This is an optimization exercise on Yosys and OpenROAD, whose aim is small area, not a production implementation. Only simulation tests tie the RTL to the original design; equivalence was not proved. No activity file was given, so power comes from the tool's default toggle rates.

job 361:
// sha2in
module sha2in(
  input clk,rst_b,lst_pkt,
  input [63:0] pkt,
  output [511:0] blk,
  output blk_val,msg_end
);
Size: about 670 cells after synthesis.
export LEC_CHECK = 0
export CAP_MARGIN = 20
export CORE_MARGIN = 2
export CORE_UTILIZATION = 40
export CTS_BUF_LIST = sky130_fd_sc_hd__clkbuf_16
export CTS_CLUSTER_DIAMETER = 60
export CTS_CLUSTER_SIZE = 30
export SLEW_MARGIN = 20
create_clock -name core_clock -period 4.0 [get_ports {clk}]
standard.sh (not shown) runs the stock make flow with config.mk's settings and CLKGATE_MAP_FILE= SYNTH_SCRIPT=/design/flow/synth_recipe.tcl, a recipe that flattens the netlist after the stock synthesis.
==> flow/flow/run.sh <==
#!/bin/bash
# Standard layout, with the port buffers made from the smallest buffer cell
# (buf_1) instead of the one buffer_ports picks by default.
set -euo pipefail
export BUFFER_PORTS_ARGS="-buffer_cell sky130_fd_sc_hd__buf_1"
bash standard.sh > standard.log 2>&1
Job 361 completed; timing, DRC and antenna clean
--- input diff job 361..job 5898 ---
Settings: a deleted CTS_BUF_LIST that had been sky130_fd_sc_hd__clkbuf_16; a deleted CTS_CLUSTER_DIAMETER that had been 60; a deleted CTS_CLUSTER_SIZE that had been 30.
==> flow/run.sh (new file) <==
#!/bin/bash
# synth_recipe.tcl (not shown) runs the flow's synth.tcl, then flattens the netlist and writes it again
# the make line also repeats each setting of config.mk as NAME=value (left out here)
make -C /OpenROAD-flow-scripts/flow DESIGN_CONFIG=/design/flow/config.mk WORK_HOME=/design/flow/orfs CLKGATE_MAP_FILE= SYNTH_SCRIPT=/design/flow/synth_recipe.tcl finish
removed: flow/flow/run.sh
removed: flow/standard.sh
Notes after the runs:
From job 361 to job 5898 the numbers moved as follows: maximum resistive drop on vdd dropped 0.090 mV; global routing usage summed across all routing layers climbed 4.3 points; final worst-path cycle share climbed 8.1 points; flip-flop and latch share of the layout cell area dropped 14 points.
Minimum hold slack (job 5898 over job 361): increase, 0.043 ns
Compared with job 361, job 5898 has less setup slack.
Delta (job 5898 minus job 361): clock distribution area overhead in the final layout shows an increase of 0.65 points, routed length on met1 now larger, switching power as a share of total power now sits lower.

* * *

The RTL this note starts from:
==> flow/design.v <==
module sha2in(
  input clk,rst_b,lst_pkt,
  input [63:0] pkt,
  output [511:0] blk,
  output blk_val,msg_end
);
  localparam DATA=2'd0, PAD=2'd1, ZERO=2'd2, STOP=2'd3;
  reg [1:0] st;
  reg [2:0] idx;       
  reg [15:0] n;        
  reg bv;
  reg [511:0] sr;
  wire data = (st == DATA);
  wire mgln = (st == ZERO) & (&idx);
  wire [63:0] w = data ? pkt : {st == PAD, 41'b0, mgln ? n : 16'b0, 6'b0};
  always @(posedge clk)
    sr <= {sr[447:0], w};
  assign blk = sr;
  always @(posedge clk or negedge rst_b)
    if (!rst_b) begin
      st <= DATA;
      idx <= 3'd0;
      n <= 16'd0;
      bv <= 1'b0;
    end else begin
      idx <= idx + 3'd1;
      if (data) n <= n + 16'd1;
      bv <= (&idx) & (st != STOP);
      case (st)
        DATA: if (lst_pkt) st <= PAD;
        PAD:  st <= ZERO;
        ZERO: if (&idx) st <= STOP;
        default: ;
      endcase
    end
  assign blk_val = bv;
  assign msg_end = bv & (st == STOP);
endmodule
clock: 4.0 ns
lec_check: 0
cap_margin: 20
core_margin: 2
core_utilization: 40
slew_margin: 20
==> flow/flow/run.sh <==
#!/bin/bash
# Standard layout, with the port buffers made from the smallest buffer cell
# (buf_1) and the clock tree built without dummy loads.
set -euo pipefail
export BUFFER_PORTS_ARGS="-buffer_cell sky130_fd_sc_hd__buf_1"
export CTS_ARGS="-sink_clustering_enable -repair_clock_nets -dont_use_dummy_load -buf_list sky130_fd_sc_hd__clkbuf_8 -sink_clustering_size 20 -sink_clustering_max_diameter 50"
bash standard.sh > standard.log 2>&1
The baseline completed with no timing, DRC or antenna violations.
Next try:
==> flow/flow/run.sh (replaced) <==
#!/bin/bash
# Standard layout, with the port buffers made from the smallest buffer cell
# (buf_1) and the clock tree built without dummy loads.
set -euo pipefail
export BUFFER_PORTS_ARGS="-buffer_cell sky130_fd_sc_hd__buf_1"
export CTS_ARGS="-sink_clustering_enable -repair_clock_nets -dont_use_dummy_load -buf_list sky130_fd_sc_hd__clkbuf_4 -sink_clustering_size 12 -sink_clustering_max_diameter 40"
bash standard.sh > standard.log 2>&1
Core utilization went down by 0.27 points.
Power went down by 2.6%.
Hold slack gets better by 0.055 ns.
Design area went down by 0.52%.
Area after synthesis is unchanged.
Sequential share of layout area went up by 0.38 points.
Maximum frequency went down by 8.1%.
Non-clock buffer count went up by 1.
Setup slack gets worse by 0.20 ns.

* * *

Setup of before:
Starts from the design.v that is shown in full above.
clock: 4.0 ns
lec_check: 0
abc_area: 1
cap_margin: 20
core_margin: 2
core_utilization: 40
slew_margin: 20
==> flow/flow/run.sh <==
#!/bin/bash
# Standard layout, with the port buffers made from the smallest buffer cell
# (buf_1) and the clock tree built without dummy loads.
set -euo pipefail
export BUFFER_PORTS_ARGS="-buffer_cell sky130_fd_sc_hd__buf_1"
export CTS_ARGS="-sink_clustering_enable -repair_clock_nets -dont_use_dummy_load -buf_list sky130_fd_sc_hd__clkbuf_4 -sink_clustering_size 12 -sink_clustering_max_diameter 40"
bash standard.sh > standard.log 2>&1
The inputs of after differ from those of before as listed below.
- setting CTS_CLUSTER_SIZE to 20 for the first time
- setting CTS_BUF_LIST to sky130_fd_sc_hd__clkbuf_8 for the first time
- setting CTS_CLUSTER_DIAMETER to 50 for the first time
- removing ABC_AREA (formerly 1)
==> flow/flow/run.sh <==
#!/bin/bash
# Standard layout, with the port buffers made from the smallest buffer cell
# (buf_1) instead of the one buffer_ports picks by default.
set -euo pipefail
export BUFFER_PORTS_ARGS="-buffer_cell sky130_fd_sc_hd__buf_1"
bash standard.sh > standard.log 2>&1
## What came out
after completed; timing, DRC and antenna clean
Cell leakage power: lower on after
after: clock latency on the worst-skew pair 150 ps below before
The run showing the greater worst setup slack is after.
Against before, after comes in 5.4 points higher on clock group share of total power.
Run comparison: before class of the tightest hold or removal check input pin to flop; after class of the tightest hold or removal check input pin to asynchronous set/reset pin
Summary of after over before: number of cells in the finished layout apart from fillers fell by 127, residual overflow from global routing stayed essentially flat, gate count of the mapped netlist fell by 122, non-clock buffer count stayed essentially flat.
Summary of the comparison: critical path depth is lower in after, relative to before.
Final wirelength was higher in the run labelled after.

==> what the ideal ports hide <==
In the flow no input, the clock included, has a driving cell. The finished layouts below were timed again as built, in two steps. Step 1 sets driving cells, clkbuf_16 on the clock port and buf_2 on the other inputs (assumed; they add their load-dependent delay and slew). Step 2 moves the port delays by t, midway between the first and last clock arrival at a register: inputs arrive t later, outputs are due t later. That takes back most of the time a late clock gives input paths. Three values: ideal, step 1, step 2; two values: the first two.
run | t (ns) | setup WS [ns] | worst hold slack (ns) | latest minus earliest clock arrival (ns) | cell pins on the clock port's net
job 361 | 0.615 | 1.660 / 1.613 / 2.014 | 0.175 / 0.150 / 0.330 | 0.038 / 0.037 | 1
job 5898 | 0.597 | 1.335 / 1.287 / 1.801 | 0.218 / 0.208 / 0.342 | 0.032 / 0.031 | 1
the first run of note 2 | 0.570 | 1.717 / 1.674 / 2.004 | 0.227 / 0.205 / 0.299 | 0.076 / 0.076 | 1
the second run of note 2 | 0.709 | 1.517 / 1.473 / 1.974 | 0.282 / 0.265 / 0.292 | 0.088 / 0.087 | 1
before | 0.710 | 1.657 / 1.609 / 1.826 | 0.257 / 0.243 / 0.294 | 0.094 / 0.094 | 1
after | 0.589 | 1.680 / 1.637 / 2.002 | 0.196 / 0.174 / 0.340 | 0.033 / 0.033 | 1
After both steps setup and hold are still met in every run listed.
